What follows belongs to an exercise in optimizing a design on an open flow for small area and a short achievable clock period; a production flow would make more cautious choices.
Only simulation tests tie the RTL to the original design; equivalence was not proved.
Power figures rest on the tool's default switching activity, not on a simulated workload.

## cpu
module cpu (
    input clk, rst,
    output hlt,
    output [15:0] pc,
    output [15:0] mem_addr,
    output mem_enable,
    output mem_wr,
    output [15:0] mem_data_in,
    input [15:0] mem_data_out,
    input mem_data_valid
);
Size in the first run: ~16000 cells after synthesis, about 2700 flip-flops, about 130000 µm² of cells after synthesis.
export LEC_CHECK = 0
export CAP_MARGIN = 20
export CORE_MARGIN = 2
export CORE_UTILIZATION = 50
export CTS_CLUSTER_DIAMETER = 50
export CTS_CLUSTER_SIZE = 16
export PLACE_DENSITY = 0.75
export SLEW_MARGIN = 20
create_clock -name core_clock -period 14.2 [get_ports {clk}]
standard.sh (not shown) runs the stock make flow with config.mk's settings and CLKGATE_MAP_FILE= SYNTH_SCRIPT=/design/flow/synth_recipe.tcl, a recipe that flattens the netlist after the stock synthesis.
==> flow/flow/run.sh <==
#!/bin/bash
set -euo pipefail
bash standard.sh SETUP_SLACK_MARGIN=9 finish > standard_flow.log 2>&1
Rerun with:
==> flow/flow/run.sh (replaced) <==
#!/bin/bash
set -euo pipefail
bash standard.sh SETUP_SLACK_MARGIN=8 finish > standard_flow.log 2>&1
- CTS_CLUSTER_DIAMETER: 50 -> 80
- CTS_CLUSTER_SIZE: 16 -> 30
Outcome:
- The new run produced a clean layout
- clock power decreases by a quarter to a third
- final area decreases by a few percent
- count of clock-buffer cells in the layout decreases by 176
- non-clock buffer count decreases by 56
- total power decreases by about a fifth
- cell count decreases slightly
- first-iteration DRC count increases by a few percent
- via count decreases slightly
Rerun with:
- CTS_CLUSTER_DIAMETER: 80 -> 70
- CTS_CLUSTER_SIZE: 30 -> 26
Outcome:
- The new run ran to the end with no violations
- die area is unchanged
- area after synthesis is unchanged
- count of clock-buffer cells in the layout rose by 21
- critical path depth rose by 13
- sequential share of layout area fell by 0.38 points
- non-clock buffer count rose by 31
Rerun with:
- CTS_CLUSTER_DIAMETER: 70 -> 60
- CTS_CLUSTER_SIZE: 26 -> 22
- SYNTH_HIERARCHICAL: not set -> 1
- SYNTH_MINIMUM_KEEP_SIZE: not set -> 0
What happened: Cell area goes up by a few percent; setup slack improved by 0.11 ns; global-route usage goes down by 3.9 points; critical path depth goes down by 1; non-clock buffer count goes up by 36; area after synthesis goes up by a few percent; worst hold slack got worse by 0.0038 ns; fmax goes up slightly.

S:
Another version of the RTL of cpu (not shown whole).
For scale: about 16000 cells after synthesis, about 2700 flip-flops, about 70 I/O pins, about 120000 sq um of cells after synthesis.
Design cpu, start of the top module:
module cpu (
    input clk, rst,
    output hlt,
    output [15:0] pc,
    output [15:0] mem_addr,
    output mem_enable,
    output mem_wr,
    output [15:0] mem_data_in,
    input [15:0] mem_data_out,
    input mem_data_valid
);
reg [15:0] pc_q;
reg [15:0] id_pc, id_instr;
reg [15:0] ex_pc, ex_instr, ex_rd1, ex_rd2;
reg        ex_regwrite;
reg [15:0] mem_alu, mem_rd2;
reg [3:0]  mem_rd;
reg        mem_memread, mem_memwrite, mem_regwrite, mem_halt;
reg [15:0] wb_alu, wb_mdo;
reg [3:0]  wb_rd;
reg        wb_regwrite, wb_memtoreg, wb_halt;
reg        fz, fv, fn;
wire [15:0] wb_data = wb_memtoreg ? wb_mdo : wb_alu;
wire [3:0] id_op = id_instr[15:12];
wire id_nop = (id_instr == 16'h4000);
wire id_isLB = (id_op == 4'hA) | (id_op == 4'hB);
wire id_rtsel = (id_op == 4'h8) | (id_op == 4'h9) | (id_op == 4'h4) | (id_op == 4'h5) | (id_op == 4'h6);
wire [3:0] id_rs = id_isLB ? id_instr[11:8] : id_instr[7:4];
wire [3:0] id_rt = id_rtsel ? id_instr[11:8] : id_instr[3:0];
wire id_regwrite = ~id_nop & ~((id_op == 4'h9) | (id_op == 4'hC) | (id_op == 4'hD) | (id_op == 4'hF));
wire id_halt = (id_op == 4'hF);
wire id_isB = (id_op == 4'hC);
  ...
Settings: LEC_CHECK=0, CAP_MARGIN=20, CORE_MARGIN=2, CORE_UTILIZATION=50, PLACE_DENSITY=0.75, SETUP_SLACK_MARGIN=5, SLEW_MARGIN=20; clock period 14.2 ns.
run.sh (not shown) runs the stock make flow with config.mk's settings and CLKGATE_MAP_FILE= SYNTH_SCRIPT=/design/flow/synth_recipe.tcl, a recipe that flattens the netlist after the stock synthesis.
Stock flow here: none of the scripts above is used.
S | stages: all done | timing, DRC, antenna: all pass
Changes in P relative to S:
diff --git a/flow/config.mk b/flow/config.mk
--- a/flow/config.mk
+++ b/flow/config.mk
@@ -12 +11,0 @@
-export SETUP_SLACK_MARGIN = 5
--- outcome ---
- Comparing the two runs side by side, P comes out ahead of S on relative slew slack.
- Met1 demand-to-capacity share in global routing delta (S -> P): insignificant
- P falls short of S in shortest clock period the worst path allows after layout.
- Core utilization ended up 0.17 points lower on P than on S.
- Smallest setup slack after layout, P and S: smaller value in P
- Routed wire length of P is on par with S.

Setup of the reference run:
Another version of the RTL of cpu (not shown whole).
Size: ~16000 cells after synthesis, about 2700 flip-flops, roughly 0.12 mm² of cells after synthesis.
==> flow/design.v (excerpt) <==
module cpu (
    input clk, rst,
    output hlt,
    output [15:0] pc,
    output [15:0] mem_addr,
    output mem_enable,
    output mem_wr,
    output [15:0] mem_data_in,
    input [15:0] mem_data_out,
    input mem_data_valid
);
reg [15:0] pc_q;
reg [15:0] id_pc, id_instr;
reg [15:0] ex_pc, ex_instr, ex_rd1, ex_rd2;
reg        ex_regwrite;
reg [15:0] mem_alu, mem_rd2;
reg [3:0]  mem_rd;
reg        mem_memread, mem_memwrite, mem_regwrite, mem_halt;
reg [15:0] wb_alu, wb_mdo;
reg [3:0]  wb_rd;
reg        wb_regwrite, wb_memtoreg, wb_halt;
reg        fz, fv, fn;
wire [15:0] wb_data = wb_memtoreg ? wb_mdo : wb_alu;
wire [3:0] id_op = id_instr[15:12];
wire id_nop = (id_instr == 16'h4000);
wire id_isLB = (id_op == 4'hA) | (id_op == 4'hB);
wire id_rtsel = (id_op == 4'h8) | (id_op == 4'h9) | (id_op == 4'h4) | (id_op == 4'h5) | (id_op == 4'h6);
wire [3:0] id_rs = id_isLB ? id_instr[11:8] : id_instr[7:4];
wire [3:0] id_rt = id_rtsel ? id_instr[11:8] : id_instr[3:0];
wire id_regwrite = ~id_nop & ~((id_op == 4'h9) | (id_op == 4'hC) | (id_op == 4'hD) | (id_op == 4'hF));
wire id_halt = (id_op == 4'hF);
wire id_isB = (id_op == 4'hC);
wire id_isBR = (id_op == 4'hD);
wire id_isBranch = id_isB | id_isBR;
reg [15:0] rf [1:15];
integer ri;
  ...
Settings: LEC_CHECK=0, CAP_MARGIN=20, CORE_MARGIN=2, CORE_UTILIZATION=50, PLACE_DENSITY=0.75, SLEW_MARGIN=20; clock period 14.2 ns.
standard.sh (not shown) runs the stock make flow with config.mk's settings and CLKGATE_MAP_FILE= SYNTH_SCRIPT=/design/flow/synth_recipe.tcl, a recipe that flattens the netlist after the stock synthesis.
==> flow/flow/run.sh <==
#!/bin/bash
set -euo pipefail
bash standard.sh SETUP_SLACK_MARGIN=8 finish > standard_flow.log 2>&1
For the trial run, these inputs were changed with respect to the reference run:
-- flow/config.mk --
<<< the reference run, line 9
export CORE_MARGIN = 2
export CORE_UTILIZATION = 50
export PLACE_DENSITY = 0.75
export SLEW_MARGIN = 20
>>> the trial run, line 9
export CORE_MARGIN = 2
export CORE_UTILIZATION = 50
export CTS_CLUSTER_DIAMETER = 70
export CTS_CLUSTER_SIZE = 26
export PLACE_DENSITY = 0.75
export SLEW_MARGIN = 20
--- outcome ---
- Changes observed in the trial run relative to the reference run: average via count per standard cell held; worst setup slack went down 0.13 ns; number of global-route vias before repair went down about 2.5%.
- The trial run ended with less met1 routing resource usage after global routing than the reference run.
- The reference run -> the trial run: number of well taps delta 0, exact match
- The trial run vs. the reference run: wire length of the first global-routing pass went down by 1.6%.

-- afterwards: timing with drivers on the ports --
No port has a modelled driver above. Below, the same layouts with a new extraction and two added sets of constraints. Step 1 sets driving cells, clkbuf_16 on the clock port and buf_2 on the other inputs (assumed; they add their load-dependent delay and slew). Step 2 adds t to the input delays and takes it off the output delays; t is the mean of the earliest and latest rising clock arrival at the registers after step 1. Input paths then give back, and output paths get back, about the clock's delay inside the block. Three values: ideal ports, drivers, drivers and shift; two values: the first two.
| run | shift t [ns] | setup WS [ns] | worst register clock-pin slew, ns |
|---|---|---|---|
| the first run of note 1 | 1.084 | 7.093 / 7.085 / 7.093 | 0.08 / 0.08 |
| the second run of note 1 | 0.984 | 7.268 / 7.167 / 7.217 | 0.12 / 0.12 |
| the third run of note 1 | 0.970 | 7.028 / 7.028 / 7.028 | 0.11 / 0.11 |
| the fourth run of note 1 | 0.975 | 7.134 / 7.134 / 7.134 | 0.10 / 0.10 |
| S | 1.068 | 4.948 / 4.841 / 4.848 | 0.07 / 0.07 |
| P | 1.074 | 3.265 / 3.265 / 3.265 | 0.07 / 0.07 |
| the reference run | 1.048 | 7.319 / 7.058 / 6.746 | 0.07 / 0.07 |
| the trial run | 0.976 | 7.190 / 7.060 / 6.871 | 0.11 / 0.11 |
After both steps every run listed still meets setup and hold. For the reference run, which loses most, drivers alone change the setup slack by -0.261 ns; drivers and shift together by -0.573 ns.
